Context: an optimization exercise on an open-source flow, tuned for small area. The choices shown serve that exercise and are no tape-out recipe. The RTL was checked by simulation tests, not by an equivalence proof against the original design. The flow treats the clock pin as an ideal source. Dropping or thinning the clock tree relies on that and would not hold on a real chip. Power is estimated from default activity; no workload was simulated.

==> flow/design.v <==
module STI_DAC(clk ,reset, load, pi_data, pi_length, pi_fill, pi_msb, pi_low, pi_end,
	       so_data, so_valid,
	       pixel_finish, pixel_dataout, pixel_addr,
	       pixel_wr);
input		clk, reset;
input		load, pi_msb, pi_low, pi_end;
input	[15:0]	pi_data;
input	[1:0]	pi_length;
input		pi_fill;
output		so_data;
output reg	so_valid;
output		pixel_finish;
output reg	pixel_wr;
output reg [7:0] pixel_addr;
output reg [7:0] pixel_dataout;
reg [2:0] i;
reg [1:0] c;
reg done;
wire late = (pi_fill ^ pi_msb) & pi_length[1];
wire [1:0] c_first = {late, late & ~pi_length[0]};
wire [1:0] c_last = late ? 2'd1 : pi_length;
wire byte_end = (i == 3'd7);
wire last = byte_end && (c == c_last);
wire hi = (pi_length == 2'd0) ? pi_low : (pi_msb ^ c[0]);
assign so_data = ~c[1] & pi_data[{hi, i ^ {3{pi_msb}}}];
assign pixel_finish = done | (pixel_wr & (&pixel_addr));
always @(posedge clk or posedge reset) begin
	if (reset) begin
		so_valid <= 1'b0;
		pixel_wr <= 1'b0;
		done <= 1'b0;
	end
	else begin
		so_valid <= so_valid ? ~last : load;
		pixel_wr <= so_valid ? byte_end : (pi_end & ~pixel_finish);
		done <= pixel_finish;
	end
end
always @(posedge clk)
	pixel_addr <= reset ? 8'd0 : pixel_addr + {7'd0, pixel_wr};
always @(posedge clk) begin
	i <= so_valid ? i + 3'd1 : 3'd0;
	c <= so_valid ? c + {1'b0, byte_end} : c_first;
	pixel_dataout <= so_valid ? {pixel_dataout[6:0], so_data} : 8'd0;
end
endmodule
Settings: LEC_CHECK=0, CAP_MARGIN=20, CORE_AREA=2.3 2.72 57.5 59.84, DIE_AREA=0 0 59.8 62.56, SLEW_MARGIN=20; clock period 5.0 ns.
standard.sh (not shown) runs the stock make flow with config.mk's settings and CLKGATE_MAP_FILE= SYNTH_SCRIPT=/design/flow/synth_recipe.tcl, a recipe that flattens the netlist after the stock synthesis.
==> flow/flow/run.sh <==
#!/bin/bash
# Standard ORFS layout, with these changes: the ABC step of the standard synthesis
# maps for area (flow/area.script) with no adder cells, the port buffers are buf_1 cells, and the
# clock reaches the registers through a single buffer (flow/cts.tcl) instead of
# CTS's tree.
set -euo pipefail
W=$(pwd)
cat > "$W/area_synth.tcl" <<EOT
proc abc {args} {
  set i [lsearch -exact \$args -script]
  if {\$i >= 0} { lset args [expr {\$i + 1}] $W/flow/area.script }
  yosys abc {*}\$args
}
source $W/synth_recipe.tcl
EOT
export CLOCK_BUFFER_CELL=sky130_fd_sc_hd__clkbuf_4 CLOCK_BUFFER_COUNT=2
bash standard.sh SYNTH_SCRIPT="$W/area_synth.tcl" \
  BUFFER_PORTS_ARGS="-buffer_cell sky130_fd_sc_hd__buf_1" \
  ADDER_MAP_FILE= PRE_CTS_TCL="$W/flow/cts.tcl" finish > "$W/standard.log" 2>&1
Other scripts of this flow, unchanged in this note and not shown: flow/flow/area.script, flow/flow/cts.tcl
Change:
--- a/flow/design.v
+++ b/flow/design.v
@@ -14,7 +14,9 @@
 output reg [7:0] pixel_addr;
 output reg [7:0] pixel_dataout;
-reg [2:0] i;
+reg i0;
+reg [2:1] i21;
+wire [2:0] i = {i21, i0};
 reg [1:0] c;
-reg done;
+wire done = i0 & ~so_valid;
 wire late = (pi_fill ^ pi_msb) & pi_length[1];
 wire [1:0] c_first = {late, late & ~pi_length[0]};
@@ -29,10 +31,10 @@
 		so_valid <= 1'b0;
 		pixel_wr <= 1'b0;
-		done <= 1'b0;
+		i0 <= 1'b0;
 	end
 	else begin
 		so_valid <= so_valid ? ~last : load;
 		pixel_wr <= so_valid ? byte_end : (pi_end & ~pixel_finish);
-		done <= pixel_finish;
+		i0 <= so_valid ? ~i0 : pixel_finish;
 	end
 end
@@ -40,5 +42,5 @@
 	pixel_addr <= reset ? 8'd0 : pixel_addr + {7'd0, pixel_wr};
 always @(posedge clk) begin
-	i <= so_valid ? i + 3'd1 : 3'd0;
+	i21 <= so_valid ? i21 + {1'b0, i0} : 2'd0;
 	c <= so_valid ? c + {1'b0, byte_end} : c_first;
 	pixel_dataout <= so_valid ? {pixel_dataout[6:0], so_data} : 8'd0;
The new run completed with no timing, DRC or antenna violations.
Worst setup slack gets worse by 0.10 ns.
Sequential share of layout area decreases by 1.2 points.
Total power increases by 1.5%.
Core utilization decreases by 0.48 points.
Critical path depth does not change.
Die area is unchanged.
Routed wire length increases by 8.0%.
Combinational power increases by about 5%.
Cell area decreases by 1.3%.
Worst hold slack barely changes.
Sequential cell count decreases by 1.
In every run of this note, the design's own scripts or RTL, not TritonCTS, make the clock network.

---

== v6 ==
Another version of the RTL of STI_DAC (not shown whole).
For scale: roughly 110 cells after synthesis, roughly 1000 µm² of cells after synthesis.
==> module STI_DAC, before the edit <==
module STI_DAC(clk ,reset, load, pi_data, pi_length, pi_fill, pi_msb, pi_low, pi_end,
	       so_data, so_valid,
	       pixel_finish, pixel_dataout, pixel_addr,
	       pixel_wr);
input		clk, reset;
input		load, pi_msb, pi_low, pi_end;
input	[15:0]	pi_data;
input	[1:0]	pi_length;
input		pi_fill;
output		so_data;
output reg	so_valid;
output		pixel_finish;
output reg	pixel_wr;
output reg [7:0] pixel_addr;
output reg [7:0] pixel_dataout;
reg [2:0] i;
reg [1:0] c;
reg done;
wire late = (pi_fill ^ pi_msb) & pi_length[1];
wire [1:0] c_first = {late, late & ~pi_length[0]};
wire [1:0] c_last = late ? 2'd1 : pi_length;
wire byte_end = (i == 3'd7);
wire last = byte_end && (c == c_last);
wire hi = (pi_length == 2'd0) ? pi_low : (pi_msb ^ c[0]);
assign so_data = ~c[1] & pi_data[{hi, i ^ {3{pi_msb}}}];
assign pixel_finish = done | (pixel_wr & (&pixel_addr));
always @(posedge clk or posedge reset) begin
	if (reset) begin
		so_valid <= 1'b0;
		pixel_wr <= 1'b0;
		pixel_addr <= 8'd0;
		done <= 1'b0;
	end
	else begin
		so_valid <= so_valid ? ~last : load;
		pixel_wr <= so_valid ? byte_end : (pi_end & ~pixel_finish);
		pixel_addr <= pixel_addr + {7'd0, pixel_wr};
		done <= pixel_finish;
	end
end
always @(posedge clk) begin
	i <= so_valid ? i + 3'd1 : 3'd0;
	c <= so_valid ? c + {1'b0, byte_end} : c_first;
	pixel_dataout <= so_valid ? {pixel_dataout[6:0], so_data} : 8'd0;
end
endmodule
clock: 5.0 ns
lec_check: 0
cap_margin: 20
core_area: 2.3 2.72 57.5 59.84
die_area: 0 0 59.8 62.56
slew_margin: 20
==> flow/flow/area.script <==
strash
dch -f
amap -m
topo
==> flow/flow/cts.tcl <==
# Clock distribution in place of CTS's tree: the registers are split by
# position into CLOCK_BUFFER_COUNT groups, and one clock buffer placed at the
# centre of each group drives its clock pins. The clock port drives only these
# buffers. cts.tcl then legalises them and repairs timing as usual.
set block [ord::get_db_block]
set dbu [$block getDbUnitsPerMicron]
set flops {}
foreach inst [$block getInsts] {
  if {[[$inst getMaster] isSequential]} {
    set b [$inst getBBox]
    lappend flops [list [$inst getName] [expr {([$b xMin] + [$b xMax]) / 2.0 / $dbu}] \
      [expr {([$b yMin] + [$b yMax]) / 2.0 / $dbu}]]
  }
}
# split the registers in k groups of near equal size by recursive bisection
# along the wider side
proc clock_groups {flops k} {
  if {$k <= 1 || [llength $flops] <= 1} { return [list $flops] }
  set xs [lmap f $flops {lindex $f 1}]
  set ys [lmap f $flops {lindex $f 2}]
  set wx [expr {[tcl::mathfunc::max {*}$xs] - [tcl::mathfunc::min {*}$xs]}]
  set wy [expr {[tcl::mathfunc::max {*}$ys] - [tcl::mathfunc::min {*}$ys]}]
  set sorted [lsort -real -index [expr {$wx >= $wy ? 1 : 2}] $flops]
  set k1 [expr {$k / 2}]
  set n1 [expr {int(round(double([llength $flops]) * $k1 / $k))}]
  return [concat [clock_groups [lrange $sorted 0 [expr {$n1 - 1}]] $k1] \
    [clock_groups [lrange $sorted $n1 end] [expr {$k - $k1}]]]
}
set g 0
foreach group [clock_groups $flops $::env(CLOCK_BUFFER_COUNT)] {
  set pins {}
  set xs 0.0
  set ys 0.0
  foreach f $group {
    lappend pins [get_pins [lindex $f 0]/CLK]
    set xs [expr {$xs + [lindex $f 1]}]
    set ys [expr {$ys + [lindex $f 2]}]
  }
  set x [expr {$xs / [llength $group]}]
  set y [expr {$ys / [llength $group]}]
  insert_buffer -buffer_cell $::env(CLOCK_BUFFER_CELL) -net clk -load_pins $pins \
    -location [list $x $y] -buffer_name clkbuf_$g -net_name clknet_$g
  puts "clock buffer $g: $::env(CLOCK_BUFFER_CELL) at $x $y drives [llength $group] registers"
  incr g
}
foreach it [[$block findNet clk] getITerms] {
  [[[$it getInst] findITerm X] getNet] setSigType CLOCK
}
puts "the clock port drives [llength [[$block findNet clk] getITerms]] pins"
set_propagated_clock [all_clocks]
proc clock_tree_synthesis {args} { puts "clock_tree_synthesis skipped: the clock buffers are in place" }
Scripts as last shown in full above: flow/flow/run.sh
#### Input delta (v7 over v6)
-- flow/design.v --
<<< v6, line 14
output reg [7:0] pixel_addr;
output reg [7:0] pixel_dataout;
reg [2:0] i;
reg [1:0] c;
reg done;
wire late = (pi_fill ^ pi_msb) & pi_length[1];
wire [1:0] c_first = {late, late & ~pi_length[0]};
>>> v7, line 14
output reg [7:0] pixel_addr;
output reg [7:0] pixel_dataout;
reg i0;
reg [2:1] i21;
wire [2:0] i = {i21, i0};
reg [1:0] c;
wire done = i0 & ~so_valid;
wire late = (pi_fill ^ pi_msb) & pi_length[1];
wire [1:0] c_first = {late, late & ~pi_length[0]};
<<< v6, line 30
		pixel_wr <= 1'b0;
		pixel_addr <= 8'd0;
		done <= 1'b0;
	end
	else begin
>>> v7, line 32
		pixel_wr <= 1'b0;
		pixel_addr <= 8'd0;
		i0 <= 1'b0;
	end
	else begin
<<< v6, line 36
		pixel_wr <= so_valid ? byte_end : (pi_end & ~pixel_finish);
		pixel_addr <= pixel_addr + {7'd0, pixel_wr};
		done <= pixel_finish;
	end
end
always @(posedge clk) begin
	i <= so_valid ? i + 3'd1 : 3'd0;
	c <= so_valid ? c + {1'b0, byte_end} : c_first;
	pixel_dataout <= so_valid ? {pixel_dataout[6:0], so_data} : 8'd0;
>>> v7, line 38
		pixel_wr <= so_valid ? byte_end : (pi_end & ~pixel_finish);
		pixel_addr <= pixel_addr + {7'd0, pixel_wr};
		i0 <= so_valid ? ~i0 : pixel_finish;
	end
end
always @(posedge clk) begin
	i21 <= so_valid ? i21 + {1'b0, i0} : 2'd0;
	c <= so_valid ? c + {1'b0, byte_end} : c_first;
	pixel_dataout <= so_valid ? {pixel_dataout[6:0], so_data} : 8'd0;
## What came out
- Every run in the comparison, v7 and v6, completed the flow with a clean layout.
- The higher final net count came out of v6.
- v7 vs v6: largest voltage drop on the vdd net down by a few percent
- Synthesized-area fraction occupied by and/or/nand/nor cells: v6 vs v7, no meaningful difference
- In v7 the logic gate share of total power turned out 1.1 points higher than in v6.
- Summary of the comparison: average footprint of a synthesized cell is lower in v7, relative to v6.
- Between v7 and v6, the fraction of power consumed by the clock network is higher for v6.
- [compare] base=v6 new=v7: worst-case register-to-register setup slack now smaller; minimum clock period after layout increased by 0.12 ns relative to the old numbers; global-route total usage across every layer grew by 0.28 points.
No run of this note takes its clock network from TritonCTS; it comes from the design's own scripts or RTL.

==> afterwards: timing with drivers on the ports <==
How much do the figures lean on ideal ports? The routed layouts below were timed once more, with nothing changed but the port constraints. Step 1 assumes that a clkbuf_16 drives the clock port and a buf_2 every other input. Step 2 times the ports against the registers' clock, not the clock port: input delays grow and output delays shrink by t, the midpoint of the rising clock arrivals with the driver on. a / b / c = ideal / step 1 / step 2; a / b = the first two.
run	shift t [ns]	setup WS [ns]	hold WS [ns]	worst setup path at the end
the first run of note 1	0.192	0.887 / 0.858 / 0.858	0.468 / 0.468 / 0.468	input to output
the second run of note 1	0.194	0.785 / 0.752 / 0.752	0.469 / 0.469 / 0.469	input to output
v6	0.197	0.916 / 0.889 / 0.889	0.469 / 0.469 / 0.469	input to output
v7	0.193	0.799 / 0.776 / 0.776	0.471 / 0.471 / 0.471	input to output
After both steps every run listed still meets setup and hold. The setup slack of the second run of note 1, which loses most, moves by -0.033 ns with the drivers and by -0.033 ns with both steps.
